This design comes from an exercise in tuning for small area, a short achievable clock period and few clock cycles per item on the open sky130 flow, not from production work. At most, simulation tests tie the RTL to the original design; equivalence was not proved. For run 1, only the layout was checked, not whether the RTL still works.

## flow/design.v (module list and top-level ports; edited modules follow where they fit)
// module logarithm: 1447 lines
// module log_fa: 4 lines
// module log_xor: 3 lines
// module log_maj: 3 lines
// module log_nand: 3 lines
// module log_nor: 3 lines
// module log_inv: 3 lines
// module log_aoi21: 3 lines
// module log_oai21: 3 lines
// module log_xnor: 3 lines
// module log_or: 3 lines
module logarithm #(
	parameter n = 16,
	parameter m = 24,
	parameter k = 5 ,
	parameter p = 24
) (
	input        clk  ,  
	input        reset,  
	input        start,
	input  [0:n] x    ,
	output [1:p] y    ,
	output       done
);
  // ...
==> flow/run.sh <==
#!/bin/bash
# synth_recipe.tcl (not shown) runs the flow's synth.tcl, then flattens the netlist and writes it again
# the make line also repeats each setting of config.mk as NAME=value (left out here)
make -C /OpenROAD-flow-scripts/flow DESIGN_CONFIG=/design/flow/config.mk WORK_HOME=/design/flow/orfs CLKGATE_MAP_FILE= SYNTH_SCRIPT=/design/flow/synth_recipe.tcl finish
==> flow/config.mk <==
export PLATFORM = sky130hd
export DESIGN_NAME = logarithm
export DESIGN_NICKNAME = logarithm
export VERILOG_FILES = /design/flow/design.v
export SDC_FILE = /design/flow/constraint.sdc
export NUM_CORES = 4
export LEC_CHECK = 0
export CAP_MARGIN = 20
export CORE_MARGIN = 2
export CORE_UTILIZATION = 40
export SETUP_SLACK_MARGIN = 3.5
export SLEW_MARGIN = 60
export SYNTH_HIERARCHICAL = 1
export SYNTH_MINIMUM_KEEP_SIZE = 0
==> flow/constraint.sdc <==
create_clock -name core_clock -period 9.0 [get_ports {clk}]
set_input_delay 1.8000 -clock core_clock [delete_from_list [all_inputs] [get_ports {clk}]]
set_output_delay 1.8000 -clock core_clock [all_outputs]
set_load 0.01 [all_outputs]
==> summary.txt, run 1 <==
CTS:
- Clock latency on the worst-skew pair, taken at its later pin, is around 290 ps.
- Counting along the longest clock path gives a buffer depth of 2.
- Once the clock tree was built, the setup fixing pass inserted 7 buffers.
- The total number of H-tree levels is 2.
- The sink count of the clock tree is 49.
- The clock-pin slew reported for the worst setup and hold paths after clock tree synthesis is about 70 ps.
- In this run, post-CTS hold repair placed 0 buffers.

Logic synthesis:
- The post-synthesis average cell area is roughly 8.9 sq um.
- The share of the synthesized area in the top cell type is about 45%.
- The post-synthesis cell type count is 50.
- The synthesized netlist devotes approximately 45% of its cell area to adder and majority cells.
- Synthesis inferred ~50 register bits.
- The cell taking the most area after synthesis is sky130_fd_sc_hd__fa_1.

Setup path:
- Counting stages on the worst path, the most repeated cell is sky130_fd_sc_hd__fa_1.
- The end point of the critical path is f[11].
- The highest cell delay on the worst timing path is between 500 and 600 ps.
- For this design, the slowest cell found on the critical path is sky130_fd_sc_hd__fa_1.
- The number of cells on the worst reg-to-reg path is 20.

Cells and area:
- The final-stage net count is around 1500.
- In the final layout, non-clock buffers account for 14.4% of the cell area.
- The flip-flop count of the largest register after layout is 25.
- In the final layout, the registers with the most flip-flops are r: 25 flops, f: 24 flops.
- The proportion of cell area occupied by multi-input gates is around 69%.
- Once layout is done, the placed cells without fillers occupy around 13000 sq um.
- In the final layout, flip-flops and latches take up 10.4% of the cell area.

Floorplan:
- The total die area is about 27000 sq um.
- The die boundary height is around 160 microns.

Timing:
- Between clock sinks in the finished design, the worst skew comes to 8.11 ps.
- The clock period could shrink to 5390 ps.
- Headroom to the max-slew limit came out at 64.4%.
- For the pin with the worst max-slew slack, the measured transition is 532 ps.

Worst hold path:
- Along the worst hold path, the cell count comes to 2.

Routing:
- After detailed routing, the number of vias per cell comes to 5.43.

Global routing:
- In the global route stage, met3 resource usage came out at 2.59%.

Job:
- The max-cap check violation count is 0.

Status:
- The run finished with no timing, DRC or antenna violations.
==> module logarithm, before the edit <==
module logarithm #(
	parameter n = 16,
	parameter m = 24,
	parameter k = 5 ,
	parameter p = 24
) (
	input        clk  ,  
	input        reset,  
	input        start,
	input  [0:n] x    ,
	output [1:p] y    ,
	output       done
);
	reg  [23:0] f;
	reg  [24:0] r;           
	wire s1;
	wire c2;
	wire s3;
	wire c4;
	wire s5;
	wire c6;
	wire s7;
	wire c8;
	wire s9;
	wire c10;
	wire s11;
	wire c12;
	wire s13;
	wire c14;
	wire s15;
	wire c16;
	wire s17;
	wire c18;
	wire s19;
	wire c20;
	wire s21;
	wire c22;
	wire s23;
	wire c24;
	wire s25;
	wire c26;
	wire s27;
	wire c28;
	wire s29;
	wire c30;
	wire s31;
	wire c32;
	wire s33;
	wire c34;
	wire s35;
	wire c36;
	wire s37;
	wire c38;
	wire s39;
	wire c40;
	wire s41;
	wire c42;
	wire s43;
	wire c44;
	wire s45;
	wire c46;
	wire s47;
	wire c48;
	wire s49;
	wire c50;
	wire s51;
	wire c52;
	wire s53;
	wire c54;
	wire s55;
	wire c56;
	wire s57;
	wire c58;
	wire s59;
	wire c60;
	wire s61;
	wire c62;
	wire s63;
	wire c64;
	wire s65;
	wire c66;
	wire s67;
	wire c68;
	wire s69;
	wire c70;
	wire s71;
	wire c72;
	wire s73;
	wire c74;
	wire s75;
	wire c76;
	wire s77;
	wire c78;
	wire s79;
	wire c80;
	wire s81;
	wire c82;
	wire s83;
	wire c84;
	wire s85;
	wire c86;
	wire s87;
	wire c88;
	wire s89;
	wire c90;
	wire s91;
	wire c92;
	wire s93;
	wire c94;
	wire s95;
	wire c96;
	wire s97;
	wire c98;
	wire s99;
	wire c100;
	wire s101;
	wire c102;
	wire s103;
	wire c104;
	wire s105;
	wire c106;
	wire s107;
	wire c108;
	wire s109;
	wire c110;
	wire s111;
	wire c112;
	wire s113;
	wire c114;
	wire s115;
	wire c116;
	wire s117;
	wire c118;
	wire s119;
	wire c120;
	wire s121;
	wire c122;
	wire s123;
	wire c124;
	wire s125;
	wire c126;
	wire s127;
	wire c128;
	wire s129;
	wire c130;
	wire s131;
	wire c132;
	wire s133;
	wire c134;
	wire s135;
	wire c136;
	wire s137;
	wire c138;
	wire s139;
	wire c140;
	wire s141;
	wire c142;
	wire s143;
	wire c144;
	wire s145;
	wire c146;
	wire s147;
	wire c148;
	wire s149;
	wire c150;
	wire s151;
	wire c152;
	wire s153;
	wire c154;
	wire s155;
	wire c156;
	wire s157;
	wire c158;
	wire s159;
	wire c160;
	wire s161;
	wire c162;
	wire s163;
	wire c164;
	wire s165;
	wire c166;
	wire s167;
	wire c168;
	wire s169;
	wire c170;
	wire s171;
	wire c172;
	wire s173;
	wire c174;
	wire s175;
	wire c176;
	wire s177;
	wire c178;
	wire s179;
	wire c180;
	wire s181;
	wire c182;
	wire s183;
	wire c184;
	wire s185;
	wire c186;
	wire s187;
	wire c188;
	wire s189;
	wire c190;
	wire s191;
	wire c192;
	wire s193;
	wire c194;
	wire s195;
	wire c196;
	wire s197;
	wire c198;
	wire s199;
	wire c200;
	wire s201;
	wire c202;
	wire s203;
	wire c204;
	wire s205;
	wire c206;
	wire s207;
	wire c208;
	wire s209;
	wire c210;
	wire s211;
	wire c212;
	wire s213;
	wire c214;
	wire s215;
	wire c216;
	wire s217;
	wire c218;
	wire s219;
	wire c220;
	wire s221;
	wire c222;
	wire s223;
	wire c224;
	wire s225;
	wire c226;
	wire s227;
	wire c228;
	wire s229;
	wire c230;
	wire s231;
	wire c232;
	wire s233;
	wire c234;
	wire s235;
	wire c236;
	wire s237;
	wire c238;
	wire s239;
	wire c240;
	wire s241;
	wire c242;
	wire s243;
	wire c244;
	wire s245;
	wire c246;
	wire s247;
	wire c248;
	wire s249;
	wire c250;
	wire s251;
	wire c252;
	wire s253;
	wire c254;
	wire s255;
	wire c256;
	wire s257;
	wire c258;
	wire s259;
	wire c260;
	wire s261;
	wire c262;
	wire s263;
	wire c264;
	wire s265;
	wire c266;
	wire s267;
	wire c268;
	wire s269;
	wire c270;
	wire s271;
	wire c272;
	wire s273;
	wire c274;
	wire s275;
	wire c276;
	wire s277;
	wire c278;
	wire s279;
	wire c280;
	wire s281;
	wire c282;
	wire s283;
	wire c284;
	wire s285;
	wire c286;
	wire s287;
	wire c288;
	wire s289;
	wire c290;
	wire s291;
	wire c292;
	wire s293;
	wire c294;
	wire s295;
	wire c296;
	wire s297;
	wire c298;
	wire s299;
	wire c300;
	wire s301;
	wire c302;
	wire s303;
	wire c304;
	wire s305;
	wire c306;
	wire s307;
	wire c308;
	wire s309;
	wire c310;
	wire s311;
	wire c312;
	wire s313;
	wire c314;
	wire s315;
	wire c316;
	wire s317;
	wire c318;
	wire s319;
	wire c320;
	wire s321;
	wire c322;
	wire s323;
	wire c324;
	wire s325;
	wire c326;
	wire s327;
	wire c328;
	wire s329;
	wire c330;
	wire s331;
	wire c332;
	wire s333;
	wire c334;
	wire s335;
	wire c336;
	wire s337;
	wire c338;
	wire s339;
	wire c340;
	wire s341;
	wire c342;
	wire s343;
	wire c344;
	wire s345;
	wire c346;
	wire s347;
	wire c348;
	wire s349;
	wire c350;
	wire s351;
	wire c352;
	wire s353;
	wire c354;
	wire s355;
	wire c356;
	wire s357;
	wire c358;
	wire s359;
	wire c360;
	wire s361;
	wire c362;
	wire s363;
	wire c364;
	wire s365;
	wire c366;
	wire s367;
	wire c368;
	wire s369;
	wire c370;
	wire s371;
	wire c372;
	wire s373;
	wire c374;
	wire s375;
	wire c376;
	wire s377;
	wire c378;
	wire s379;
	wire c380;
	wire s381;
	wire c382;
	wire s383;
	wire c384;
	wire s385;
	wire c386;
	wire s387;
	wire c388;
	wire s389;
	wire c390;
	wire s391;
	wire c392;
	wire s393;
	wire c394;
	wire s395;
	wire c396;
	wire s397;
	wire c398;
	wire s399;
	wire c400;
	wire s401;
	wire c402;
	wire s403;
	wire c404;
	wire s405;
	wire c406;
	wire s407;
	wire c408;
	wire s409;
	wire c410;
	wire s411;
	wire c412;
	wire s413;
	wire c414;
	wire s415;
	wire c416;
	wire s417;
	wire c418;
	wire s419;
	wire c420;
	wire s421;
	wire c422;
	wire s423;
	wire c424;
	wire s425;
	wire c426;
	wire s427;
	wire c428;
	wire s429;
	wire c430;
	wire s431;
	wire c432;
	wire s433;
	wire c434;
	wire s435;
	wire c436;
	wire s437;
	wire c438;
	wire s439;
	wire c440;
	wire s441;
	wire c442;
	wire s443;
	wire c444;
	wire s445;
	wire c446;
	wire s447;
	wire c448;
	wire s449;
	wire c450;
	wire s451;
	wire c452;
	wire s453;
	wire c454;
	wire s455;
	wire c456;
	wire s457;
	wire c458;
	wire s459;
	wire c460;
	wire s461;
	wire c462;
	wire s463;
	wire c464;
	wire s465;
	wire c466;
	wire s467;
	wire c468;
	wire s469;
	wire c470;
	wire s471;
	wire c472;
	wire s473;
	wire c474;
	wire s475;
	wire c476;
	wire s477;
	wire c478;
	wire s479;
	wire c480;
	wire s481;
	wire c482;
	wire s483;
	wire c484;
	wire s485;
	wire c486;
	wire s487;
	wire c488;
	wire s489;
	wire c490;
	wire s491;
	wire c492;
	wire s493;
	wire c494;
	wire s495;
	wire c496;
	wire s497;
	wire c498;
	wire s499;
	wire c500;
	wire s501;
	wire c502;
	wire s503;
	wire c504;
	wire s505;
	wire c506;
	wire pg2;
	wire pt2;
	wire pg4;
	wire pt4;
	wire pg5;
	wire pt5;
	wire pg6;
	wire pt6;
	wire pg7;
	wire pt7;
	wire pg8;
	wire pt8;
	wire pg9;
	wire pt9;
	wire pg10;
	wire pt10;
	wire pg11;
	wire pt11;
	wire pg12;
	wire pt12;
	wire pg13;
	wire pt13;
	wire pg14;
	wire pt14;
	wire pg15;
	wire pt15;
	wire pg16;
	wire pt16;
	wire pg17;
	wire pt17;
	wire pg18;
	wire pt18;
	wire pg19;
	wire pt19;
	wire pg20;
	wire pt20;
	wire pg21;
	wire pt21;
	wire pg22;
	wire pt22;
	wire pg23;
	wire pt23;
	wire pg24;
	wire pt24;
	wire pg25;
	wire pt25;
	wire pg26;
	wire pt26;
	wire pg27;
	wire pt27;
	wire pg28;
	wire pt28;
	wire pg29;
	wire pt29;
	wire pg30;
	wire pt30;
	wire pg31;
	wire pt31;
	wire pg32;
	wire pt32;
	wire pg33;
	wire pt33;
	wire pg34;
	wire pt34;
	wire pg35;
	wire pt35;
	wire pg36;
	wire pt36;
	wire pg37;
	wire pt37;
	wire pg38;
	wire pt38;
	wire pg39;
	wire pt39;
	wire pg40;
	wire pt40;
	wire pg41;
	wire pt41;
	wire pg42;
	wire pt42;
	wire pg43;
	wire pt43;
	wire pg44;
	wire pt44;
	wire pg45;
	wire pt45;
	wire pg46;
	wire pt46;
	wire pg47;
	wire pt47;
	wire cg1;
	wire ct1;
	wire cg2;
	wire ct2;
	wire cg3;
	wire ct3;
	wire cg4;
	wire ct4;
	wire cg5;
	wire ct5;
	wire cg6;
	wire ct6;
	wire cg7;
	wire ct7;
	wire cg8;
	wire ct8;
	wire cg9;
	wire ct9;
	wire cg10;
	wire ct10;
	wire cg11;
	wire ct11;
	wire cg12;
	wire ct12;
	wire cg13;
	wire ct13;
	wire cg14;
	wire ct14;
	wire cg15;
	wire ct15;
	wire cg16;
	wire ct16;
	wire cg17;
	wire ct17;
	wire ci0;
	wire cg18;
	wire ct18;
	wire cg19;
	wire cg20;
	wire cg21;
	wire cg22;
	wire ci1;
	wire cg23;
	wire ci2;
	wire ci3;
	wire cg24;
	wire ct24;
	wire cg25;
	wire cg26;
	wire ct26;
	wire cg27;
	wire ct27;
	wire cg28;
	wire ci4;
	wire ci5;
	wire cg29;
	wire ct29;
	wire cg30;
	wire ct30;
	wire cg31;
	wire cg32;
	wire ct32;
	wire cg33;
	wire ct33;
	wire cg34;
	wire ct34;
	wire cg35;
	wire cg36;
	wire ct36;
	wire cg37;
	wire ct37;
	wire cg38;
	wire cg39;
	wire ct39;
	wire ci6;
	wire ci7;
	wire cg40;
	wire ct40;
	wire cg41;
	wire ct41;
	wire cg42;
	wire ci8;
	wire ci9;
	wire cg43;
	wire ct43;
	wire cg44;
	wire ct44;
	wire cg45;
	wire ct45;
	wire cg46;
	wire cg47;
	wire ct47;
	wire cg48;
	wire ct48;
	wire cg49;
	wire ct49;
	wire cg50;
	wire ct50;
	wire cg51;
	wire ci10;
	wire cg52;
	wire cg53;
	wire ct53;
	wire cg54;
	wire ci11;
	wire ci12;
	wire cg55;
	wire ct55;
	wire cg56;
	wire cg57;
	wire ct57;
	wire cg58;
	wire ct58;
	wire cg59;
	wire cg60;
	wire ct60;
	wire cg61;
	wire cg62;
	wire ct62;
	wire ci13;
	wire ci14;
	wire cg63;
	wire ct63;
	wire cg64;
	wire ci15;
	wire ci16;
	wire cg65;
	wire ct65;
	wire cg66;
	wire ct66;
	wire cg67;
	wire cg68;
	wire ct68;
	wire cg69;
	wire ct69;
	wire cg70;
	wire ct70;
	wire cg71;
	wire ci17;
	wire ci18;
	wire cg72;
	wire ct72;
	wire cg73;
	wire cg74;
	wire ct74;
	wire cg75;
	wire ct75;
	wire cg76;
	wire ci19;
	wire ci20;
	wire cg77;
	wire ct77;
	wire cg78;
	wire ct78;
	wire cg79;
	wire cg80;
	wire ct80;
	wire cg81;
	wire ct81;
	wire cg82;
	wire ct82;
	wire cg83;
	wire cg84;
	wire ct84;
	wire cg85;
	wire ct85;
	wire cg86;
	wire cg87;
	wire ct87;
	wire ci21;
	wire ci22;
	wire cg88;
	wire ct88;
	wire cg89;
	wire ct89;
	wire cg90;
	wire ci23;
	wire ci24;
	wire cg91;
	wire ct91;
	wire cg92;
	wire ct92;
	wire cg93;
	wire ct93;
	wire cg94;
	wire cg95;
	wire ct95;
	wire cg96;
	wire ct96;
	wire cg97;
	wire ct97;
	wire cg98;
	wire ct98;
	wire cg99;
	wire ci25;
	wire cg100;
	wire ct100;
	wire cg101;
	log_xnor us1 (~f[9], ~(f[0] & f[17]), s1);
	log_or uc2 (~f[9], ~(f[0] & f[17]), c2);
	log_xnor us3 (~(f[0] & f[18]), ~(f[1] & f[17]), s3);
	log_or uc4 (~(f[0] & f[18]), ~(f[1] & f[17]), c4);
	log_fa us5 (~f[10], ~(f[0] & f[19]), ~(f[1] & f[18]), s5, c6);
	log_xnor us7 (~(f[2] & f[17]), ~(f[3] & f[16]), s7);
	log_or uc8 (~(f[2] & f[17]), ~(f[3] & f[16]), c8);
	log_fa us9 (~(f[0] & f[20]), ~(f[1] & f[19]), ~(f[2] & f[18]), s9, c10);
	log_xnor us11 (~(f[3] & f[17]), ~(f[4] & f[16]), s11);
	log_or uc12 (~(f[3] & f[17]), ~(f[4] & f[16]), c12);
	log_fa us13 (~f[11], ~(f[0] & f[21]), ~(f[1] & f[20]), s13, c14);
	log_fa us15 (~(f[2] & f[19]), ~(f[3] & f[18]), ~(f[4] & f[17]), s15, c16);
	log_xnor us17 (~(f[5] & f[16]), ~(f[6] & f[15]), s17);
	log_or uc18 (~(f[5] & f[16]), ~(f[6] & f[15]), c18);
	log_fa us19 (~(f[0] & f[22]), ~(f[1] & f[21]), ~(f[2] & f[20]), s19, c20);
	log_fa us21 (~(f[3] & f[19]), ~(f[4] & f[18]), ~(f[5] & f[17]), s21, c22);
	log_xnor us23 (~(f[6] & f[16]), ~(f[7] & f[15]), s23);
	log_or uc24 (~(f[6] & f[16]), ~(f[7] & f[15]), c24);
	log_fa us25 (~f[12], ~(f[0] & f[23]), ~(f[1] & f[22]), s25, c26);
	log_fa us27 (~(f[2] & f[21]), ~(f[3] & f[20]), ~(f[4] & f[19]), s27, c28);
	log_fa us29 (~(f[5] & f[18]), ~(f[6] & f[17]), ~(f[7] & f[16]), s29, c30);
	log_xnor us31 (~(f[8] & f[15]), ~(f[9] & f[14]), s31);
	log_or uc32 (~(f[8] & f[15]), ~(f[9] & f[14]), c32);
	log_fa us33 (~f[0], ~(f[1] & f[23]), ~(f[2] & f[22]), s33, c34);
	log_fa us35 (~(f[3] & f[21]), ~(f[4] & f[20]), ~(f[5] & f[19]), s35, c36);
	log_fa us37 (~(f[6] & f[18]), ~(f[7] & f[17]), ~(f[8] & f[16]), s37, c38);
	log_xnor us39 (~(f[9] & f[15]), ~(f[10] & f[14]), s39);
	log_or uc40 (~(f[9] & f[15]), ~(f[10] & f[14]), c40);
	log_fa us41 (~f[13], ~f[1], ~(f[2] & f[23]), s41, c42);
	log_fa us43 (~(f[3] & f[22]), ~(f[4] & f[21]), ~(f[5] & f[20]), s43, c44);
	log_fa us45 (~(f[6] & f[19]), ~(f[7] & f[18]), ~(f[8] & f[17]), s45, c46);
	log_fa us47 (~(f[9] & f[16]), ~(f[10] & f[15]), ~(f[11] & f[14]), s47, c48);
	log_fa us49 (~f[2], ~(f[3] & f[23]), ~(f[4] & f[22]), s49, c50);
	log_fa us51 (~(f[5] & f[21]), ~(f[6] & f[20]), ~(f[7] & f[19]), s51, c52);
	log_fa us53 (~(f[8] & f[18]), ~(f[9] & f[17]), ~(f[10] & f[16]), s53, c54);
	log_fa us55 (~f[14], ~f[3], ~(f[4] & f[23]), s55, c56);
	log_fa us57 (~(f[5] & f[22]), ~(f[6] & f[21]), ~(f[7] & f[20]), s57, c58);
	log_fa us59 (~(f[8] & f[19]), ~(f[9] & f[18]), ~(f[10] & f[17]), s59, c60);
	log_fa us61 (~f[4], ~(f[5] & f[23]), ~(f[6] & f[22]), s61, c62);
	log_fa us63 (~(f[7] & f[21]), ~(f[8] & f[20]), ~(f[9] & f[19]), s63, c64);
	log_fa us65 (~f[15], ~f[5], ~(f[6] & f[23]), s65, c66);
	log_fa us67 (~(f[7] & f[22]), ~(f[8] & f[21]), ~(f[9] & f[20]), s67, c68);
	log_fa us69 (~f[6], ~(f[7] & f[23]), ~(f[8] & f[22]), s69, c70);
	log_fa us71 (~f[16], ~f[7], ~(f[8] & f[23]), s71, c72);
	log_xnor us73 (~f[6], ~(f[0] & f[11]), s73);
	log_or uc74 (~f[6], ~(f[0] & f[11]), c74);
	log_xnor us75 (~(f[0] & f[12]), ~(f[1] & f[11]), s75);
	log_or uc76 (~(f[0] & f[12]), ~(f[1] & f[11]), c76);
	log_fa us77 (~f[7], ~(f[0] & f[13]), ~(f[1] & f[12]), s77, c78);
	log_xnor us79 (~(f[2] & f[11]), ~(f[3] & f[10]), s79);
	log_or uc80 (~(f[2] & f[11]), ~(f[3] & f[10]), c80);
	log_fa us81 (~(f[0] & f[14]), ~(f[1] & f[13]), ~(f[2] & f[12]), s81, c82);
	log_xnor us83 (~(f[3] & f[11]), ~(f[4] & f[10]), s83);
	log_or uc84 (~(f[3] & f[11]), ~(f[4] & f[10]), c84);
	log_fa us85 (~f[8], ~(f[0] & f[15]), ~(f[1] & f[14]), s85, c86);
	log_fa us87 (~(f[2] & f[13]), ~(f[3] & f[12]), ~(f[4] & f[11]), s87, c88);
	log_xnor us89 (~(f[5] & f[10]), ~(f[6] & f[9]), s89);
	log_or uc90 (~(f[5] & f[10]), ~(f[6] & f[9]), c90);
	log_fa us91 (~(f[0] & f[16]), ~(f[1] & f[15]), ~(f[2] & f[14]), s91, c92);
	log_fa us93 (~(f[3] & f[13]), ~(f[4] & f[12]), ~(f[5] & f[11]), s93, c94);
	log_xnor us95 (~(f[6] & f[10]), ~(f[7] & f[9]), s95);
	log_or uc96 (~(f[6] & f[10]), ~(f[7] & f[9]), c96);
	log_fa us97 (~(f[1] & f[16]), ~(f[2] & f[15]), ~(f[3] & f[14]), s97, c98);
	log_fa us99 (~(f[4] & f[13]), ~(f[5] & f[12]), ~(f[6] & f[11]), s99, c100);
	log_fa us101 (~(f[7] & f[10]), ~(f[8] & f[9]), s1, s101, c102);
	log_fa us103 (~(f[2] & f[16]), ~(f[3] & f[15]), ~(f[4] & f[14]), s103, c104);
	log_fa us105 (~(f[5] & f[13]), ~(f[6] & f[12]), ~(f[7] & f[11]), s105, c106);
	log_fa us107 (~(f[8] & f[10]), c2, s3, s107, c108);
	log_fa us109 (~(f[4] & f[15]), ~(f[5] & f[14]), ~(f[6] & f[13]), s109, c110);
	log_fa us111 (~(f[7] & f[12]), ~(f[8] & f[11]), ~(f[9] & f[10]), s111, c112);
	log_fa us113 (c4, s7, s5, s113, c114);
	log_fa us115 (~(f[5] & f[15]), ~(f[6] & f[14]), ~(f[7] & f[13]), s115, c116);
	log_fa us117 (~(f[8] & f[12]), ~(f[9] & f[11]), c8, s117, c118);
	log_fa us119 (s11, c6, s9, s119, c120);
	log_fa us121 (~(f[7] & f[14]), ~(f[8] & f[13]), ~(f[9] & f[12]), s121, c122);
	log_fa us123 (~(f[10] & f[11]), c12, s17, s123, c124);
	log_fa us125 (c10, s13, s15, s125, c126);
	log_fa us127 (~(f[8] & f[14]), ~(f[9] & f[13]), ~(f[10] & f[12]), s127, c128);
	log_fa us129 (c18, s23, c14, s129, c130);
	log_fa us131 (c16, s19, s21, s131, c132);
	log_fa us133 (~(f[10] & f[13]), ~(f[11] & f[12]), c24, s133, c134);
	log_fa us135 (s31, c20, c22, s135, c136);
	log_fa us137 (s25, s27, s29, s137, c138);
	log_fa us139 (~(f[11] & f[13]), c32, s39, s139, c140);
	log_fa us141 (c26, c28, c30, s141, c142);
	log_fa us143 (s33, s35, s37, s143, c144);
	log_fa us145 (~(f[12] & f[13]), c40, s41, s145, c146);
	log_fa us147 (c34, c36, c38, s147, c148);
	log_fa us149 (s43, s45, s47, s149, c150);
	log_fa us151 (~(f[11] & f[15]), ~(f[12] & f[14]), c42, s151, c152);
	log_fa us153 (c44, c46, c48, s153, c154);
	log_fa us155 (s49, s51, s53, s155, c156);
	log_fa us157 (~(f[11] & f[16]), ~(f[12] & f[15]), ~(f[13] & f[14]), s157, c158);
	log_fa us159 (s55, c50, c52, s159, c160);
	log_fa us161 (c54, s57, s59, s161, c162);
	log_fa us163 (~(f[10] & f[18]), ~(f[11] & f[17]), ~(f[12] & f[16]), s163, c164);
	log_fa us165 (~(f[13] & f[15]), c56, c58, s165, c166);
	log_fa us167 (c60, s61, s63, s167, c168);
	log_fa us169 (~(f[10] & f[19]), ~(f[11] & f[18]), ~(f[12] & f[17]), s169, c170);
	log_fa us171 (~(f[13] & f[16]), ~(f[14] & f[15]), s65, s171, c172);
	log_fa us173 (c62, c64, s67, s173, c174);
	log_fa us175 (~(f[9] & f[21]), ~(f[10] & f[20]), ~(f[11] & f[19]), s175, c176);
	log_fa us177 (~(f[12] & f[18]), ~(f[13] & f[17]), ~(f[14] & f[16]), s177, c178);
	log_fa us179 (c66, c68, s69, s179, c180);
	log_fa us181 (~(f[9] & f[22]), ~(f[10] & f[21]), ~(f[11] & f[20]), s181, c182);
	log_fa us183 (~(f[12] & f[19]), ~(f[13] & f[18]), ~(f[14] & f[17]), s183, c184);
	log_fa us185 (~(f[15] & f[16]), s71, c70, s185, c186);
	log_fa us187 (~f[8], ~(f[9] & f[23]), ~(f[10] & f[22]), s187, c188);
	log_fa us189 (~(f[11] & f[21]), ~(f[12] & f[20]), ~(f[13] & f[19]), s189, c190);
	log_fa us191 (~(f[14] & f[18]), ~(f[15] & f[17]), c72, s191, c192);
	log_fa us193 (~f[17], ~f[9], ~(f[10] & f[23]), s193, c194);
	log_fa us195 (~(f[11] & f[22]), ~(f[12] & f[21]), ~(f[13] & f[20]), s195, c196);
	log_fa us197 (~(f[14] & f[19]), ~(f[15] & f[18]), ~(f[16] & f[17]), s197, c198);
	log_fa us199 (~f[10], ~(f[11] & f[23]), ~(f[12] & f[22]), s199, c200);
	log_fa us201 (~(f[13] & f[21]), ~(f[14] & f[20]), ~(f[15] & f[19]), s201, c202);
	log_fa us203 (~f[18], ~f[11], ~(f[12] & f[23]), s203, c204);
	log_fa us205 (~(f[13] & f[22]), ~(f[14] & f[21]), ~(f[15] & f[20]), s205, c206);
	log_fa us207 (~f[12], ~(f[13] & f[23]), ~(f[14] & f[22]), s207, c208);
	log_fa us209 (~f[19], ~f[13], ~(f[14] & f[23]), s209, c210);
	log_xnor us211 (~f[4], ~(f[0] & f[7]), s211);
	log_or uc212 (~f[4], ~(f[0] & f[7]), c212);
	log_xnor us213 (~(f[0] & f[8]), ~(f[1] & f[7]), s213);
	log_or uc214 (~(f[0] & f[8]), ~(f[1] & f[7]), c214);
	log_fa us215 (~f[5], ~(f[0] & f[9]), ~(f[1] & f[8]), s215, c216);
	log_xnor us217 (~(f[2] & f[7]), ~(f[3] & f[6]), s217);
	log_or uc218 (~(f[2] & f[7]), ~(f[3] & f[6]), c218);
	log_fa us219 (~(f[0] & f[10]), ~(f[1] & f[9]), ~(f[2] & f[8]), s219, c220);
	log_xnor us221 (~(f[3] & f[7]), ~(f[4] & f[6]), s221);
	log_or uc222 (~(f[3] & f[7]), ~(f[4] & f[6]), c222);
	log_fa us223 (~(f[1] & f[10]), ~(f[2] & f[9]), ~(f[3] & f[8]), s223, c224);
	log_fa us225 (~(f[4] & f[7]), ~(f[5] & f[6]), s73, s225, c226);
	log_fa us227 (~(f[2] & f[10]), ~(f[3] & f[9]), ~(f[4] & f[8]), s227, c228);
	log_fa us229 (~(f[5] & f[7]), c74, s75, s229, c230);
	log_fa us231 (~(f[4] & f[9]), ~(f[5] & f[8]), ~(f[6] & f[7]), s231, c232);
	log_fa us233 (c76, s79, s77, s233, c234);
	log_fa us235 (~(f[5] & f[9]), ~(f[6] & f[8]), c80, s235, c236);
	log_fa us237 (s83, c78, s81, s237, c238);
	log_fa us239 (~(f[7] & f[8]), c84, s89, s239, c240);
	log_fa us241 (c82, s85, s87, s241, c242);
	log_fa us243 (c90, s95, c86, s243, c244);
	log_fa us245 (c88, s91, s93, s245, c246);
	log_fa us247 (c96, c92, c94, s247, c248);
	log_fa us249 (s97, s99, s101, s249, c250);
	log_fa us251 (c98, c100, s103, s251, c252);
	log_fa us253 (s105, c102, s107, s253, c254);
	log_fa us255 (c104, c106, s109, s255, c256);
	log_fa us257 (s111, c108, s113, s257, c258);
	log_fa us259 (c110, c112, s115, s259, c260);
	log_fa us261 (s117, s119, c114, s261, c262);
	log_fa us263 (c116, s121, c118, s263, c264);
	log_fa us265 (s123, c120, s125, s265, c266);
	log_fa us267 (c122, s127, c124, s267, c268);
	log_fa us269 (s129, c126, s131, s269, c270);
	log_fa us271 (c128, s133, c130, s271, c272);
	log_fa us273 (s135, c132, s137, s273, c274);
	log_fa us275 (c134, s139, c136, s275, c276);
	log_fa us277 (s141, c138, s143, s277, c278);
	log_fa us279 (c140, s145, c142, s279, c280);
	log_fa us281 (s147, c144, s149, s281, c282);
	log_fa us283 (s151, c146, c148, s283, c284);
	log_fa us285 (s153, c150, s155, s285, c286);
	log_fa us287 (s157, c152, c154, s287, c288);
	log_fa us289 (s159, c156, s161, s289, c290);
	log_fa us291 (c158, s163, c160, s291, c292);
	log_fa us293 (s165, c162, s167, s293, c294);
	log_fa us295 (c164, s169, s171, s295, c296);
	log_fa us297 (c166, s173, c168, s297, c298);
	log_fa us299 (c170, s175, s177, s299, c300);
	log_fa us301 (c172, s179, c174, s301, c302);
	log_fa us303 (c176, c178, s181, s303, c304);
	log_fa us305 (s183, s185, c180, s305, c306);
	log_fa us307 (c182, c184, s187, s307, c308);
	log_fa us309 (s189, s191, c186, s309, c310);
	log_fa us311 (s193, c188, c190, s311, c312);
	log_fa us313 (s195, s197, c192, s313, c314);
	log_fa us315 (~(f[16] & f[18]), c194, c196, s315, c316);
	log_fa us317 (c198, s199, s201, s317, c318);
	log_fa us319 (~(f[16] & f[19]), ~(f[17] & f[18]), s203, s319, c320);
	log_fa us321 (c200, c202, s205, s321, c322);
	log_fa us323 (~(f[15] & f[21]), ~(f[16] & f[20]), ~(f[17] & f[19]), s323, c324);
	log_fa us325 (c204, c206, s207, s325, c326);
	log_fa us327 (~(f[15] & f[22]), ~(f[16] & f[21]), ~(f[17] & f[20]), s327, c328);
	log_fa us329 (~(f[18] & f[19]), s209, c208, s329, c330);
	log_fa us331 (~f[14], ~(f[15] & f[23]), ~(f[16] & f[22]), s331, c332);
	log_fa us333 (~(f[17] & f[21]), ~(f[18] & f[20]), c210, s333, c334);
	log_fa us335 (~f[20], ~f[15], ~(f[16] & f[23]), s335, c336);
	log_fa us337 (~(f[17] & f[22]), ~(f[18] & f[21]), ~(f[19] & f[20]), s337, c338);
	log_fa us339 (~f[16], ~(f[17] & f[23]), ~(f[18] & f[22]), s339, c340);
	log_fa us341 (~f[21], ~f[17], ~(f[18] & f[23]), s341, c342);
	log_xnor us343 (~f[3], ~(f[0] & f[5]), s343);
	log_or uc344 (~f[3], ~(f[0] & f[5]), c344);
	log_xnor us345 (~(f[0] & f[6]), ~(f[1] & f[5]), s345);
	log_or uc346 (~(f[0] & f[6]), ~(f[1] & f[5]), c346);
	log_fa us347 (~(f[1] & f[6]), ~(f[2] & f[5]), ~(f[3] & f[4]), s347, c348);
	log_fa us349 (~(f[2] & f[6]), ~(f[3] & f[5]), c212, s349, c350);
	log_fa us351 (~(f[4] & f[5]), c214, s217, s351, c352);
	log_fa us353 (c218, s221, c216, s353, c354);
	log_fa us355 (c222, c220, s223, s355, c356);
	log_fa us357 (c224, s227, c226, s357, c358);
	log_fa us359 (c228, s231, c230, s359, c360);
	log_fa us361 (c232, s235, s237, s361, c362);
	log_fa us363 (c236, s239, c238, s363, c364);
	log_fa us365 (c240, s243, c242, s365, c366);
	log_fa us367 (c244, s247, c246, s367, c368);
	log_fa us369 (c248, s251, c250, s369, c370);
	log_fa us371 (s255, c252, c254, s371, c372);
	log_fa us373 (s259, c256, c258, s373, c374);
	log_fa us375 (c260, s263, c262, s375, c376);
	log_fa us377 (s267, c264, c266, s377, c378);
	log_fa us379 (c268, s271, c270, s379, c380);
	log_fa us381 (s275, c272, c274, s381, c382);
	log_fa us383 (s279, c276, c278, s383, c384);
	log_fa us385 (c280, s283, c282, s385, c386);
	log_fa us387 (c284, s287, c286, s387, c388);
	log_fa us389 (s291, c288, c290, s389, c390);
	log_fa us391 (s295, c292, s297, s391, c392);
	log_fa us393 (s299, c296, c298, s393, c394);
	log_fa us395 (s303, c300, c302, s395, c396);
	log_fa us397 (s307, c304, s309, s397, c398);
	log_fa us399 (s311, c308, s313, s399, c400);
	log_fa us401 (c312, s315, s317, s401, c402);
	log_fa us403 (s319, c316, s321, s403, c404);
	log_fa us405 (s323, c320, s325, s405, c406);
	log_fa us407 (c324, s327, s329, s407, c408);
	log_fa us409 (c328, s331, s333, s409, c410);
	log_fa us411 (s335, c332, s337, s411, c412);
	log_fa us413 (~(f[19] & f[21]), c336, c338, s413, c414);
	log_fa us415 (~(f[19] & f[22]), ~(f[20] & f[21]), s341, s415, c416);
	log_fa us417 (~f[18], ~(f[19] & f[23]), ~(f[20] & f[22]), s417, c418);
	log_fa us419 (~f[22], ~f[19], ~(f[20] & f[23]), s419, c420);
	log_xnor us421 (~f[2], ~(f[0] & f[3]), s421);
	log_or uc422 (~f[2], ~(f[0] & f[3]), c422);
	log_xnor us423 (~(f[0] & f[4]), ~(f[1] & f[3]), s423);
	log_or uc424 (~(f[0] & f[4]), ~(f[1] & f[3]), c424);
	log_fa us425 (~(f[1] & f[4]), ~(f[2] & f[3]), s343, s425, c426);
	log_fa us427 (~(f[2] & f[4]), c344, s345, s427, c428);
	log_fa us429 (c346, s211, s347, s429, c430);
	log_fa us431 (s213, c348, s349, s431, c432);
	log_fa us433 (s215, c350, s351, s433, c434);
	log_fa us435 (s219, c352, s353, s435, c436);
	log_fa us437 (s225, c354, s355, s437, c438);
	log_fa us439 (s229, c356, s357, s439, c440);
	log_fa us441 (s233, s359, c358, s441, c442);
	log_fa us443 (c234, c360, s361, s443, c444);
	log_fa us445 (s241, s363, c362, s445, c446);
	log_fa us447 (s245, s365, c364, s447, c448);
	log_fa us449 (s249, c366, s367, s449, c450);
	log_fa us451 (s253, c368, s369, s451, c452);
	log_fa us453 (s257, c370, s371, s453, c454);
	log_fa us455 (s261, s373, c372, s455, c456);
	log_fa us457 (s265, c374, s375, s457, c458);
	log_fa us459 (s269, s377, c376, s459, c460);
	log_fa us461 (s273, s379, c378, s461, c462);
	log_fa us463 (s277, s381, c380, s463, c464);
	log_fa us465 (s281, s383, c382, s465, c466);
	log_fa us467 (s285, s385, c384, s467, c468);
	log_fa us469 (s289, c386, s387, s469, c470);
	log_fa us471 (s293, s389, c388, s471, c472);
	log_fa us473 (c294, s391, c390, s473, c474);
	log_fa us475 (s301, s393, c392, s475, c476);
	log_fa us477 (s305, s395, c394, s477, c478);
	log_fa us479 (c306, s397, c396, s479, c480);
	log_fa us481 (c310, s399, c398, s481, c482);
	log_fa us483 (c314, s401, c400, s483, c484);
	log_fa us485 (c318, s403, c402, s485, c486);
	log_fa us487 (c322, s405, c404, s487, c488);
	log_fa us489 (c326, s407, c406, s489, c490);
	log_fa us491 (c330, s409, c408, s491, c492);
	log_fa us493 (c334, s411, c410, s493, c494);
	log_fa us495 (s339, s413, c412, s495, c496);
	log_fa us497 (c340, s415, c414, s497, c498);
	log_fa us499 (c342, s417, c416, s499, c500);
	log_fa us501 (~(f[21] & f[22]), s419, c418, s501, c502);
	log_fa us503 (~f[20], ~(f[21] & f[23]), c420, s503, c504);
	log_fa us505 (~f[23], ~f[21], ~(f[22] & f[23]), s505, c506);
	wire [49:0] ta = {1'b1, ~f[23], c506, c504, c502, c500, c498, c496, c494, c492, c490, c488, c486, c484, c482, c480, c478, c476, c474, c472, c470, c468, c466, c464, c462, c460, c458, c456, c454, c452, c450, c448, c446, c444, c442, c440, c438, c436, c434, c432, c430, c428, c426, c424, c422, s421, ~(f[0] & f[2]), ~f[1], 1'b1, ~f[0]};
	wire [49:0] tb = {1'b1, 1'b1, ~f[22], s505, s503, s501, s499, s497, s495, s493, s491, s489, s487, s485, s483, s481, s479, s477, s475, s473, s471, s469, s467, s465, s463, s461, s459, s457, s455, s453, s451, s449, s447, s445, s443, s441, s439, s437, s435, s433, s431, s429, s427, s425, s423, ~(f[1] & f[2]), 1'b1, ~(f[0] & f[1]), 1'b1, 1'b1};
	wire [49:0] t, cy, pp_;
	log_nor u_pg2 (~f[1], ~(f[0] & f[1]), pg2);
	log_nand u_pt2 (~f[1], ~(f[0] & f[1]), pt2);
	log_nor u_pg4 (s421, ~(f[1] & f[2]), pg4);
	log_nand u_pt4 (s421, ~(f[1] & f[2]), pt4);
	log_nor u_pg5 (c422, s423, pg5);
	log_nand u_pt5 (c422, s423, pt5);
	log_nor u_pg6 (c424, s425, pg6);
	log_nand u_pt6 (c424, s425, pt6);
	log_nor u_pg7 (c426, s427, pg7);
	log_nand u_pt7 (c426, s427, pt7);
	log_nor u_pg8 (c428, s429, pg8);
	log_nand u_pt8 (c428, s429, pt8);
	log_nor u_pg9 (c430, s431, pg9);
	log_nand u_pt9 (c430, s431, pt9);
	log_nor u_pg10 (c432, s433, pg10);
	log_nand u_pt10 (c432, s433, pt10);
	log_nor u_pg11 (c434, s435, pg11);
	log_nand u_pt11 (c434, s435, pt11);
	log_nor u_pg12 (c436, s437, pg12);
	log_nand u_pt12 (c436, s437, pt12);
	log_nor u_pg13 (c438, s439, pg13);
	log_nand u_pt13 (c438, s439, pt13);
	log_nor u_pg14 (c440, s441, pg14);
	log_nand u_pt14 (c440, s441, pt14);
	log_nor u_pg15 (c442, s443, pg15);
	log_nand u_pt15 (c442, s443, pt15);
	log_nor u_pg16 (c444, s445, pg16);
	log_nand u_pt16 (c444, s445, pt16);
	log_nor u_pg17 (c446, s447, pg17);
	log_nand u_pt17 (c446, s447, pt17);
	log_nor u_pg18 (c448, s449, pg18);
	log_nand u_pt18 (c448, s449, pt18);
	log_nor u_pg19 (c450, s451, pg19);
	log_nand u_pt19 (c450, s451, pt19);
	log_nor u_pg20 (c452, s453, pg20);
	log_nand u_pt20 (c452, s453, pt20);
	log_nor u_pg21 (c454, s455, pg21);
	log_nand u_pt21 (c454, s455, pt21);
	log_nor u_pg22 (c456, s457, pg22);
	log_nand u_pt22 (c456, s457, pt22);
	log_nor u_pg23 (c458, s459, pg23);
	log_nand u_pt23 (c458, s459, pt23);
	log_nor u_pg24 (c460, s461, pg24);
	log_nand u_pt24 (c460, s461, pt24);
	log_nor u_pg25 (c462, s463, pg25);
	log_nand u_pt25 (c462, s463, pt25);
	log_nor u_pg26 (c464, s465, pg26);
	log_nand u_pt26 (c464, s465, pt26);
	log_nor u_pg27 (c466, s467, pg27);
	log_nand u_pt27 (c466, s467, pt27);
	log_nor u_pg28 (c468, s469, pg28);
	log_nand u_pt28 (c468, s469, pt28);
	log_nor u_pg29 (c470, s471, pg29);
	log_nand u_pt29 (c470, s471, pt29);
	log_nor u_pg30 (c472, s473, pg30);
	log_nand u_pt30 (c472, s473, pt30);
	log_nor u_pg31 (c474, s475, pg31);
	log_nand u_pt31 (c474, s475, pt31);
	log_nor u_pg32 (c476, s477, pg32);
	log_nand u_pt32 (c476, s477, pt32);
	log_nor u_pg33 (c478, s479, pg33);
	log_nand u_pt33 (c478, s479, pt33);
	log_nor u_pg34 (c480, s481, pg34);
	log_nand u_pt34 (c480, s481, pt34);
	log_nor u_pg35 (c482, s483, pg35);
	log_nand u_pt35 (c482, s483, pt35);
	log_nor u_pg36 (c484, s485, pg36);
	log_nand u_pt36 (c484, s485, pt36);
	log_nor u_pg37 (c486, s487, pg37);
	log_nand u_pt37 (c486, s487, pt37);
	log_nor u_pg38 (c488, s489, pg38);
	log_nand u_pt38 (c488, s489, pt38);
	log_nor u_pg39 (c490, s491, pg39);
	log_nand u_pt39 (c490, s491, pt39);
	log_nor u_pg40 (c492, s493, pg40);
	log_nand u_pt40 (c492, s493, pt40);
	log_nor u_pg41 (c494, s495, pg41);
	log_nand u_pt41 (c494, s495, pt41);
	log_nor u_pg42 (c496, s497, pg42);
	log_nand u_pt42 (c496, s497, pt42);
	log_nor u_pg43 (c498, s499, pg43);
	log_nand u_pt43 (c498, s499, pt43);
	log_nor u_pg44 (c500, s501, pg44);
	log_nand u_pt44 (c500, s501, pt44);
	log_nor u_pg45 (c502, s503, pg45);
	log_nand u_pt45 (c502, s503, pt45);
	log_nor u_pg46 (c504, s505, pg46);
	log_nand u_pt46 (c504, s505, pt46);
	log_nor u_pg47 (c506, ~f[22], pg47);
	log_nand u_pt47 (c506, ~f[22], pt47);
	log_aoi21 u_cg1 (pt23, pg22, pg23, cg1);
	log_nand u_ct1 (pt23, pt22, ct1);
	log_aoi21 u_cg2 (pt21, pg20, pg21, cg2);
	log_nand u_ct2 (pt21, pt20, ct2);
	log_oai21 u_cg3 (ct1, cg2, cg1, cg3);
	log_nor u_ct3 (ct1, ct2, ct3);
	log_aoi21 u_cg4 (pt19, pg18, pg19, cg4);
	log_nand u_ct4 (pt19, pt18, ct4);
	log_aoi21 u_cg5 (pt17, pg16, pg17, cg5);
	log_nand u_ct5 (pt17, pt16, ct5);
	log_oai21 u_cg6 (ct4, cg5, cg4, cg6);
	log_nor u_ct6 (ct4, ct5, ct6);
	log_aoi21 u_cg7 (ct3, cg6, cg3, cg7);
	log_nand u_ct7 (ct3, ct6, ct7);
	log_aoi21 u_cg8 (pt15, pg14, pg15, cg8);
	log_nand u_ct8 (pt15, pt14, ct8);
	log_aoi21 u_cg9 (pt13, pg12, pg13, cg9);
	log_nand u_ct9 (pt13, pt12, ct9);
	log_oai21 u_cg10 (ct8, cg9, cg8, cg10);
	log_nor u_ct10 (ct8, ct9, ct10);
	log_aoi21 u_cg11 (pt11, pg10, pg11, cg11);
	log_nand u_ct11 (pt11, pt10, ct11);
	log_aoi21 u_cg12 (pt9, pg8, pg9, cg12);
	log_nand u_ct12 (pt9, pt8, ct12);
	log_oai21 u_cg13 (ct11, cg12, cg11, cg13);
	log_nor u_ct13 (ct11, ct12, ct13);
	log_aoi21 u_cg14 (ct10, cg13, cg10, cg14);
	log_nand u_ct14 (ct10, ct13, ct14);
	log_aoi21 u_cg15 (pt7, pg6, pg7, cg15);
	log_nand u_ct15 (pt7, pt6, ct15);
	log_aoi21 u_cg16 (pt5, pg4, pg5, cg16);
	log_nand u_ct16 (pt5, pt4, ct16);
	log_oai21 u_cg17 (ct15, cg16, cg15, cg17);
	log_nor u_ct17 (ct15, ct16, ct17);
	log_inv u_ci0 (~(f[0] & f[2]), ci0);
	log_aoi21 u_cg18 (ci0, pg2, 1'b0, cg18);
	log_nand u_ct18 (ci0, pt2, ct18);
	log_aoi21 u_cg19 (1'b0, 1'b0, 1'b0, cg19);
	log_oai21 u_cg20 (ct18, cg19, cg18, cg20);
	log_aoi21 u_cg21 (ct17, cg20, cg17, cg21);
	log_oai21 u_cg22 (ct14, cg21, cg14, cg22);
	log_inv u_ci1 (cg22, ci1);
	log_oai21 u_cg23 (ct7, ci1, cg7, cg23);
	log_inv u_ci2 (cg7, ci2);
	log_inv u_ci3 (ct7, ci3);
	log_aoi21 u_cg24 (pt24, ci2, pg24, cg24);
	log_nand u_ct24 (pt24, ci3, ct24);
	log_oai21 u_cg25 (ct24, ci1, cg24, cg25);
	log_aoi21 u_cg26 (pt25, pg24, pg25, cg26);
	log_nand u_ct26 (pt25, pt24, ct26);
	log_oai21 u_cg27 (ct26, cg7, cg26, cg27);
	log_nor u_ct27 (ct26, ct7, ct27);
	log_aoi21 u_cg28 (ct27, cg22, cg27, cg28);
	log_inv u_ci4 (cg26, ci4);
	log_inv u_ci5 (ct26, ci5);
	log_aoi21 u_cg29 (pt26, ci4, pg26, cg29);
	log_nand u_ct29 (pt26, ci5, ct29);
	log_oai21 u_cg30 (ct29, cg7, cg29, cg30);
	log_nor u_ct30 (ct29, ct7, ct30);
	log_aoi21 u_cg31 (ct30, cg22, cg30, cg31);
	log_aoi21 u_cg32 (pt27, pg26, pg27, cg32);
	log_nand u_ct32 (pt27, pt26, ct32);
	log_oai21 u_cg33 (ct32, cg26, cg32, cg33);
	log_nor u_ct33 (ct32, ct26, ct33);
	log_aoi21 u_cg34 (ct33, ci2, cg33, cg34);
	log_nand u_ct34 (ct33, ci3, ct34);
	log_oai21 u_cg35 (ct34, ci1, cg34, cg35);
	log_aoi21 u_cg36 (pt28, cg33, pg28, cg36);
	log_nand u_ct36 (pt28, ct33, ct36);
	log_oai21 u_cg37 (ct36, cg7, cg36, cg37);
	log_nor u_ct37 (ct36, ct7, ct37);
	log_aoi21 u_cg38 (ct37, cg22, cg37, cg38);
	log_aoi21 u_cg39 (pt29, pg28, pg29, cg39);
	log_nand u_ct39 (pt29, pt28, ct39);
	log_inv u_ci6 (cg33, ci6);
	log_inv u_ci7 (ct33, ci7);
	log_oai21 u_cg40 (ct39, ci6, cg39, cg40);
	log_nor u_ct40 (ct39, ci7, ct40);
	log_aoi21 u_cg41 (ct40, ci2, cg40, cg41);
	log_nand u_ct41 (ct40, ci3, ct41);
	log_oai21 u_cg42 (ct41, ci1, cg41, cg42);
	log_inv u_ci8 (cg39, ci8);
	log_inv u_ci9 (ct39, ci9);
	log_aoi21 u_cg43 (pt30, ci8, pg30, cg43);
	log_nand u_ct43 (pt30, ci9, ct43);
	log_oai21 u_cg44 (ct43, ci6, cg43, cg44);
	log_nor u_ct44 (ct43, ci7, ct44);
	log_aoi21 u_cg45 (ct44, ci2, cg44, cg45);
	log_nand u_ct45 (ct44, ci3, ct45);
	log_oai21 u_cg46 (ct45, ci1, cg45, cg46);
	log_aoi21 u_cg47 (pt31, pg30, pg31, cg47);
	log_nand u_ct47 (pt31, pt30, ct47);
	log_oai21 u_cg48 (ct47, cg39, cg47, cg48);
	log_nor u_ct48 (ct47, ct39, ct48);
	log_aoi21 u_cg49 (ct48, cg33, cg48, cg49);
	log_nand u_ct49 (ct48, ct33, ct49);
	log_oai21 u_cg50 (ct49, cg7, cg49, cg50);
	log_nor u_ct50 (ct49, ct7, ct50);
	log_aoi21 u_cg51 (ct50, cg22, cg50, cg51);
	log_inv u_ci10 (cg51, ci10);
	log_aoi21 u_cg52 (pt32, ci10, pg32, cg52);
	log_aoi21 u_cg53 (pt33, pg32, pg33, cg53);
	log_nand u_ct53 (pt33, pt32, ct53);
	log_oai21 u_cg54 (ct53, cg51, cg53, cg54);
	log_inv u_ci11 (cg53, ci11);
	log_inv u_ci12 (ct53, ci12);
	log_aoi21 u_cg55 (pt34, ci11, pg34, cg55);
	log_nand u_ct55 (pt34, ci12, ct55);
	log_oai21 u_cg56 (ct55, cg51, cg55, cg56);
	log_aoi21 u_cg57 (pt35, pg34, pg35, cg57);
	log_nand u_ct57 (pt35, pt34, ct57);
	log_oai21 u_cg58 (ct57, cg53, cg57, cg58);
	log_nor u_ct58 (ct57, ct53, ct58);
	log_aoi21 u_cg59 (ct58, ci10, cg58, cg59);
	log_aoi21 u_cg60 (pt36, cg58, pg36, cg60);
	log_nand u_ct60 (pt36, ct58, ct60);
	log_oai21 u_cg61 (ct60, cg51, cg60, cg61);
	log_aoi21 u_cg62 (pt37, pg36, pg37, cg62);
	log_nand u_ct62 (pt37, pt36, ct62);
	log_inv u_ci13 (cg58, ci13);
	log_inv u_ci14 (ct58, ci14);
	log_oai21 u_cg63 (ct62, ci13, cg62, cg63);
	log_nor u_ct63 (ct62, ci14, ct63);
	log_aoi21 u_cg64 (ct63, ci10, cg63, cg64);
	log_inv u_ci15 (cg62, ci15);
	log_inv u_ci16 (ct62, ci16);
	log_aoi21 u_cg65 (pt38, ci15, pg38, cg65);
	log_nand u_ct65 (pt38, ci16, ct65);
	log_oai21 u_cg66 (ct65, ci13, cg65, cg66);
	log_nor u_ct66 (ct65, ci14, ct66);
	log_aoi21 u_cg67 (ct66, ci10, cg66, cg67);
	log_aoi21 u_cg68 (pt39, pg38, pg39, cg68);
	log_nand u_ct68 (pt39, pt38, ct68);
	log_oai21 u_cg69 (ct68, cg62, cg68, cg69);
	log_nor u_ct69 (ct68, ct62, ct69);
	log_aoi21 u_cg70 (ct69, cg58, cg69, cg70);
	log_nand u_ct70 (ct69, ct58, ct70);
	log_oai21 u_cg71 (ct70, cg51, cg70, cg71);
	log_inv u_ci17 (cg70, ci17);
	log_inv u_ci18 (ct70, ci18);
	log_aoi21 u_cg72 (pt40, ci17, pg40, cg72);
	log_nand u_ct72 (pt40, ci18, ct72);
	log_oai21 u_cg73 (ct72, cg51, cg72, cg73);
	log_aoi21 u_cg74 (pt41, pg40, pg41, cg74);
	log_nand u_ct74 (pt41, pt40, ct74);
	log_oai21 u_cg75 (ct74, cg70, cg74, cg75);
	log_nor u_ct75 (ct74, ct70, ct75);
	log_aoi21 u_cg76 (ct75, ci10, cg75, cg76);
	log_inv u_ci19 (cg74, ci19);
	log_inv u_ci20 (ct74, ci20);
	log_aoi21 u_cg77 (pt42, ci19, pg42, cg77);
	log_nand u_ct77 (pt42, ci20, ct77);
	log_oai21 u_cg78 (ct77, cg70, cg77, cg78);
	log_nor u_ct78 (ct77, ct70, ct78);
	log_aoi21 u_cg79 (ct78, ci10, cg78, cg79);
	log_aoi21 u_cg80 (pt43, pg42, pg43, cg80);
	log_nand u_ct80 (pt43, pt42, ct80);
	log_oai21 u_cg81 (ct80, cg74, cg80, cg81);
	log_nor u_ct81 (ct80, ct74, ct81);
	log_aoi21 u_cg82 (ct81, ci17, cg81, cg82);
	log_nand u_ct82 (ct81, ci18, ct82);
	log_oai21 u_cg83 (ct82, cg51, cg82, cg83);
	log_aoi21 u_cg84 (pt44, cg81, pg44, cg84);
	log_nand u_ct84 (pt44, ct81, ct84);
	log_oai21 u_cg85 (ct84, cg70, cg84, cg85);
	log_nor u_ct85 (ct84, ct70, ct85);
	log_aoi21 u_cg86 (ct85, ci10, cg85, cg86);
	log_aoi21 u_cg87 (pt45, pg44, pg45, cg87);
	log_nand u_ct87 (pt45, pt44, ct87);
	log_inv u_ci21 (cg81, ci21);
	log_inv u_ci22 (ct81, ci22);
	log_oai21 u_cg88 (ct87, ci21, cg87, cg88);
	log_nor u_ct88 (ct87, ci22, ct88);
	log_aoi21 u_cg89 (ct88, ci17, cg88, cg89);
	log_nand u_ct89 (ct88, ci18, ct89);
	log_oai21 u_cg90 (ct89, cg51, cg89, cg90);
	log_inv u_ci23 (cg87, ci23);
	log_inv u_ci24 (ct87, ci24);
	log_aoi21 u_cg91 (pt46, ci23, pg46, cg91);
	log_nand u_ct91 (pt46, ci24, ct91);
	log_oai21 u_cg92 (ct91, ci21, cg91, cg92);
	log_nor u_ct92 (ct91, ci22, ct92);
	log_aoi21 u_cg93 (ct92, ci17, cg92, cg93);
	log_nand u_ct93 (ct92, ci18, ct93);
	log_oai21 u_cg94 (ct93, cg51, cg93, cg94);
	log_aoi21 u_cg95 (pt47, pg46, pg47, cg95);
	log_nand u_ct95 (pt47, pt46, ct95);
	log_oai21 u_cg96 (ct95, cg87, cg95, cg96);
	log_nor u_ct96 (ct95, ct87, ct96);
	log_aoi21 u_cg97 (ct96, cg81, cg96, cg97);
	log_nand u_ct97 (ct96, ct81, ct97);
	log_oai21 u_cg98 (ct97, cg70, cg97, cg98);
	log_nor u_ct98 (ct97, ct70, ct98);
	log_aoi21 u_cg99 (ct98, ci10, cg98, cg99);
	log_inv u_ci25 (~f[23], ci25);
	log_aoi21 u_cg100 (ci25, cg98, 1'b0, cg100);
	log_nand u_ct100 (ci25, ct98, ct100);
	log_oai21 u_cg101 (ct100, cg51, cg100, cg101);
	assign cy[24] = cg23;
	assign cy[25] = cg25;
	assign cy[26] = ~cg28;
	assign cy[27] = ~cg31;
	assign cy[28] = cg35;
	assign cy[29] = ~cg38;
	assign cy[30] = cg42;
	assign cy[31] = cg46;
	assign cy[32] = ~cg51;
	assign cy[33] = ~cg52;
	assign cy[34] = cg54;
	assign cy[35] = cg56;
	assign cy[36] = ~cg59;
	assign cy[37] = cg61;
	assign cy[38] = ~cg64;
	assign cy[39] = ~cg67;
	assign cy[40] = cg71;
	assign cy[41] = cg73;
	assign cy[42] = ~cg76;
	assign cy[43] = ~cg79;
	assign cy[44] = cg83;
	assign cy[45] = ~cg86;
	assign cy[46] = cg90;
	assign cy[47] = cg94;
	assign cy[48] = ~cg99;
	assign cy[49] = cg101;
	assign pp_[24] = c460 ^ s461;
	assign pp_[25] = c462 ^ s463;
	assign pp_[26] = c464 ^ s465;
	assign pp_[27] = c466 ^ s467;
	assign pp_[28] = c468 ^ s469;
	assign pp_[29] = c470 ^ s471;
	assign pp_[30] = c472 ^ s473;
	assign pp_[31] = c474 ^ s475;
	assign pp_[32] = c476 ^ s477;
	assign pp_[33] = c478 ^ s479;
	assign pp_[34] = c480 ^ s481;
	assign pp_[35] = c482 ^ s483;
	assign pp_[36] = c484 ^ s485;
	assign pp_[37] = c486 ^ s487;
	assign pp_[38] = c488 ^ s489;
	assign pp_[39] = c490 ^ s491;
	assign pp_[40] = c492 ^ s493;
	assign pp_[41] = c494 ^ s495;
	assign pp_[42] = c496 ^ s497;
	assign pp_[43] = c498 ^ s499;
	assign pp_[44] = c500 ^ s501;
	assign pp_[45] = c502 ^ s503;
	assign pp_[46] = c504 ^ s505;
	assign pp_[47] = c506 ^ ~f[22];
	assign pp_[48] = ~~f[23];
	assign pp_[49] = 1'b0;
	assign t[49:24] = pp_[49:24] ^ cy[49:24];
	assign t[23:0] = 24'd0;
	wire [25:0] s  = t[49:24];
	wire        b  = f >= 24'd6949351;
	wire [23:0] fn = b ? {s[25], s[23:1]} : s[23:0];
	always @(posedge clk)
		f <= r[24] ? {x[1:n], {(m-n){1'b0}}} : fn;
	always @(posedge clk or negedge reset) begin
		if (~reset)
			r[24] <= 1'b1;
		else if (start | ~r[24])
			r[24] <= start ? 1'b0 : r[23];
	end
	always @(posedge clk) begin
		if (start | ~r[24])
			r[23:0] <= start ? 24'd1 : {r[22:0], b & x[0]};
	end
	assign done = r[24];
	assign y    = r[23:0];
endmodule
==> inputs of run 2 (changes only) <==
--- a/flow/design.v
+++ b/flow/design.v
@@ -1426,11 +1426,39 @@
 	assign pp_[48] = ~~f[23];
 	assign pp_[49] = 1'b0;
-	assign t[49:24] = pp_[49:24] ^ cy[49:24];
+	log_xor u_sum24 (pp_[24], cy[24], t[24]);
+	log_xor u_sum25 (pp_[25], cy[25], t[25]);
+	log_xor u_sum26 (pp_[26], cy[26], t[26]);
+	log_xor u_sum27 (pp_[27], cy[27], t[27]);
+	log_xor u_sum28 (pp_[28], cy[28], t[28]);
+	log_xor u_sum29 (pp_[29], cy[29], t[29]);
+	log_xor u_sum30 (pp_[30], cy[30], t[30]);
+	log_xor u_sum31 (pp_[31], cy[31], t[31]);
+	log_xor u_sum32 (pp_[32], cy[32], t[32]);
+	log_xor u_sum33 (pp_[33], cy[33], t[33]);
+	log_xor u_sum34 (pp_[34], cy[34], t[34]);
+	log_xor u_sum35 (pp_[35], cy[35], t[35]);
+	log_xor u_sum36 (pp_[36], cy[36], t[36]);
+	log_xor u_sum37 (pp_[37], cy[37], t[37]);
+	log_xor u_sum38 (pp_[38], cy[38], t[38]);
+	log_xor u_sum39 (pp_[39], cy[39], t[39]);
+	log_xor u_sum40 (pp_[40], cy[40], t[40]);
+	log_xor u_sum41 (pp_[41], cy[41], t[41]);
+	log_xor u_sum42 (pp_[42], cy[42], t[42]);
+	log_xor u_sum43 (pp_[43], cy[43], t[43]);
+	log_xor u_sum44 (pp_[44], cy[44], t[44]);
+	log_xor u_sum45 (pp_[45], cy[45], t[45]);
+	log_xor u_sum46 (pp_[46], cy[46], t[46]);
+	log_xor u_sum47 (pp_[47], cy[47], t[47]);
+	log_xor u_sum48 (pp_[48], cy[48], t[48]);
+	log_xor u_sum49 (pp_[49], cy[49], t[49]);
 	assign t[23:0] = 24'd0;
 	wire [25:0] s  = t[49:24];
 	wire        b  = f >= 24'd6949351;
-	wire [23:0] fn = b ? {s[25], s[23:1]} : s[23:0];
+	wire        ld = r[24];
+	wire        sh = ~ld & b;    
+	wire        sk = ~ld & ~b;   
 	always @(posedge clk)
-		f <= r[24] ? {x[1:n], {(m-n){1'b0}}} : fn;
+		f <= ({24{sh}} & {s[25], s[23:1]}) | ({24{sk}} & s[23:0]) |
+		     ({24{ld}} & {x[1:n], {(m-n){1'b0}}});
 	always @(posedge clk or negedge reset) begin
 		if (~reset)
--- a/flow/config.mk
+++ b/flow/config.mk
@@ -8,6 +8,7 @@
 export CAP_MARGIN = 20
 export CORE_MARGIN = 2
-export CORE_UTILIZATION = 40
-export SETUP_SLACK_MARGIN = 3.5
+export CORE_UTILIZATION = 60
+export PLACE_DENSITY = 0.7
+export SETUP_SLACK_MARGIN = 3
 export SLEW_MARGIN = 60
 export SYNTH_HIERARCHICAL = 1
==> run 2 against run 1 <==
  * Synthesized cell count increased by 2.1%
  * Critical path type unchanged
  * Critical path depth down 1
  * Setup slack got worse by 250 ps
  * Hold slack worse by 8.5 ps
  * Non-clock buffer count down 81
  * Final area shrank 12%
  * Clock skew down 1.9 ps
  * Global-route usage up 8.9 points
  * Sequential share of layout area rose by 0.81 points
  * Routed wire length shrank 18%
  * Utilization grew 16 points
  * Highest routed layer unchanged
==> summary.txt, run 2 <==
Timing:
- The slew at the pin closest to its max-slew limit is 576 ps (+43.7 ps).
- The final setup violation count is 0.
- The final critical-path required period is 5630 ps (+247 ps).
- The setup skew after layout is 6.24 ps (-1.87 ps).
- Setup slack on the critical path of the routed design comes to 3370 ps.
- The max-slew headroom at the worst pin came to 61.6% (-2.8 points).
- The sum of negative setup slack is 0 ps.

Setup path:
- Among the stages of the critical path, the cell type that occurs most often is sky130_fd_sc_hd__fa_1.
- The kind of start point of the critical path is a register.
- The slowest cell on the critical path is sky130_fd_sc_hd__fa_1.
- The number of buffers and inverters on the critical path is 3.
- The cell count of the worst reg-to-reg path is 19 (-5.0%).
- The highest cell delay on the worst timing path was 580 ps (about the same).

Worst hold path:
- The kind of path behind the tightest hold check is register to register.
- The hold path depth was 2 (unchanged).

Logic synthesis:
- The post-synthesis cell type count came to 32 (-36%).
- The number of synthesized register bits is 49 (unchanged).
- The share of the synthesized area in the top cell type is 44.9% (+0.15 points).
- The cell taking the most area after synthesis is sky130_fd_sc_hd__fa_1.
- The post-synthesis average cell area is 8.69 sq um (-2.4%).
- The adder-cell area share of the yosys netlist is 44.9% (+0.15 points).
- In the post-synthesis netlist, the biggest area contributors are sky130_fd_sc_hd__fa_1 45%, sky130_fd_sc_hd__nand2_1 13%, sky130_fd_sc_hd__edfxtp_1 7.0%.

CTS:
- The clock tree buffer depth was 2 (unchanged).
- The number of buffers inserted to repair setup after CTS is 0 (-7).
- The sink count of the clock tree is 49 (unchanged).
- The clock-pin slew reported for the worst setup and hold paths after clock tree synthesis came to 70 ps (about the same).
- The total of hold buffers inserted after clock tree synthesis was 0 (unchanged).
- Once the clock tree was built, the resizer swapped 0 gates to a different size.
- The total number of H-tree levels is 2 (unchanged).
- The clock network latency to the later pin of the worst-skew pair is 290 ps (about the same).
- The clock root buffer master is sky130_fd_sc_hd__clkbuf_16.

Cells and area:
- The final-stage net count was 1430 (-4.0%).
- The largest registers in the layout are r: 25 flops, f: 24 flops.
- In the layout the commonest cells are 367 x sky130_fd_sc_hd__nand2_1, 231 x sky130_fd_sc_hd__fa_1, 73 x sky130_fd_sc_hd__nor2_1.
- The final design area excluding fillers is 11100 sq um (-12%).
- The flip-flop count of the largest register after layout is 25 (unchanged).

Global routing:
- The number of antenna violations at the first check in global routing is 0.
- The global-route track usage on met3 is 3.64% (+1.1 points).

Job:
- The max-cap check violation count was 0 (unchanged).

Routing:
- The via density per instance is 5.76 (+6.1%).

Status:
- The run finished with no timing, DRC or antenna violations.

Floorplan:
- The die boundary height came to 135 microns (-18%).
- The total die area is 18200 sq um (-33%).

Placed design:
- Port buffering added 44 buffers.
==> run 2: cells by family (layout without fill, tap and decap cells) <==
group	Yosys count	after routing
buf+inv	144	134
flops	49	49
fa+ha+maj	231	231
simple gates	520	520
xor+xnor	71	71
other cells	1	6
compound gates	169	169
==> run 2: per-layer routing <==
metal	vias up	share of wire, %
met3	40	6.9
met1	4066	42
met4	0	2.2
li1	3647	-
met2	317	49
met5	-	0
==> run 2: Yosys stat by module (local to each module, per instance) <==
module	cells inside	flops+latches	area, sq um
logarithm	598	49	3700
log_nor	1	0	3.75
log_fa	1	0	20.0
log_inv	1	0	3.75
log_or	1	0	6.26
log_oai21	1	0	5.00
log_xnor	1	0	8.76
log_nand	1	0	3.75
log_aoi21	1	0	8.76
log_xor	1	0	8.76
==> run 2: worst max path at each step <==
stage | from | endpoint | slack, ps | depth (start not counted)
5_1_grt | f[19] | f[9] | 3020 | 19
3_5_place_dp | f[15] | f[19] | 3390 | 19
4_1_cts | f[15] | f[12] | 3370 | 19
6_report | f[19] | f[18] | 3370 | 19
2_1_floorplan | f[13] | f[14] | 3850 | 20
3_3_place_gp | f[12] | f[12] | 2980 | 18
==> run 2: worst reg2reg max path, stage by stage (launching register included) <==
cell                      delay (ps)
sky130_fd_sc_hd__dfxtp_1         490
sky130_fd_sc_hd__buf_4           340
sky130_fd_sc_hd__nand2_1         120
sky130_fd_sc_hd__fa_1            580
sky130_fd_sc_hd__fa_1            430
sky130_fd_sc_hd__fa_1            390
sky130_fd_sc_hd__fa_1            470
sky130_fd_sc_hd__fa_1            540
sky130_fd_sc_hd__nand2_1          90
sky130_fd_sc_hd__a21oi_2         130
sky130_fd_sc_hd__o21ai_1          80
sky130_fd_sc_hd__a21oi_2         380
sky130_fd_sc_hd__o21ai_1         200
sky130_fd_sc_hd__a21oi_4         350
sky130_fd_sc_hd__inv_1           300
sky130_fd_sc_hd__a21oi_2         180
sky130_fd_sc_hd__inv_1            50
sky130_fd_sc_hd__xor2_1          190
sky130_fd_sc_hd__o21ai_0         110
sky130_fd_sc_hd__a21oi_1         150
==> run 2: area by class of cell <==
class	count	area (sq um)	share of cell area, %
timing repair buffer	65	593	5.36
tap	220	275	2.49
sequential	49	1240	11.2
clock inverter	3	48.8	0.441
inverter	61	229	2.07
clock buffer	5	125	1.13
multi-input combinational	997	8540	77.3
Testbench counts of run 2, summed over its fixed seeds: cycles 41,600, items 1,600.

-- separate check: timing with driven ports --
In the flow no input, the clock included, has a driving cell. The finished layouts below were timed again as built, in two steps.
Step 1: set_driving_cell puts a clkbuf_16 on clk and a buf_2 on each other input, an assumption about the parent block.
Step 2 moves the port delays by t, midway between the first and last clock arrival at a register: inputs arrive t later, outputs are due t later. That takes back most of the time a late clock gives input paths.
Three values: ideal ports, drivers, drivers and shift; two values: the first two.
run	t, ns	setup WS [ns]	hold WS [ns]	worst setup path after step 2	pins driven straight from the clock port
run 1	0.312	3.615 / 3.615 / 3.615	0.539 / 0.539 / 0.539	register to register	1
run 2	0.321	3.368 / 3.368 / 3.368	0.531 / 0.531 / 0.531	register to register	1
After both steps setup and hold are still met in every run listed.
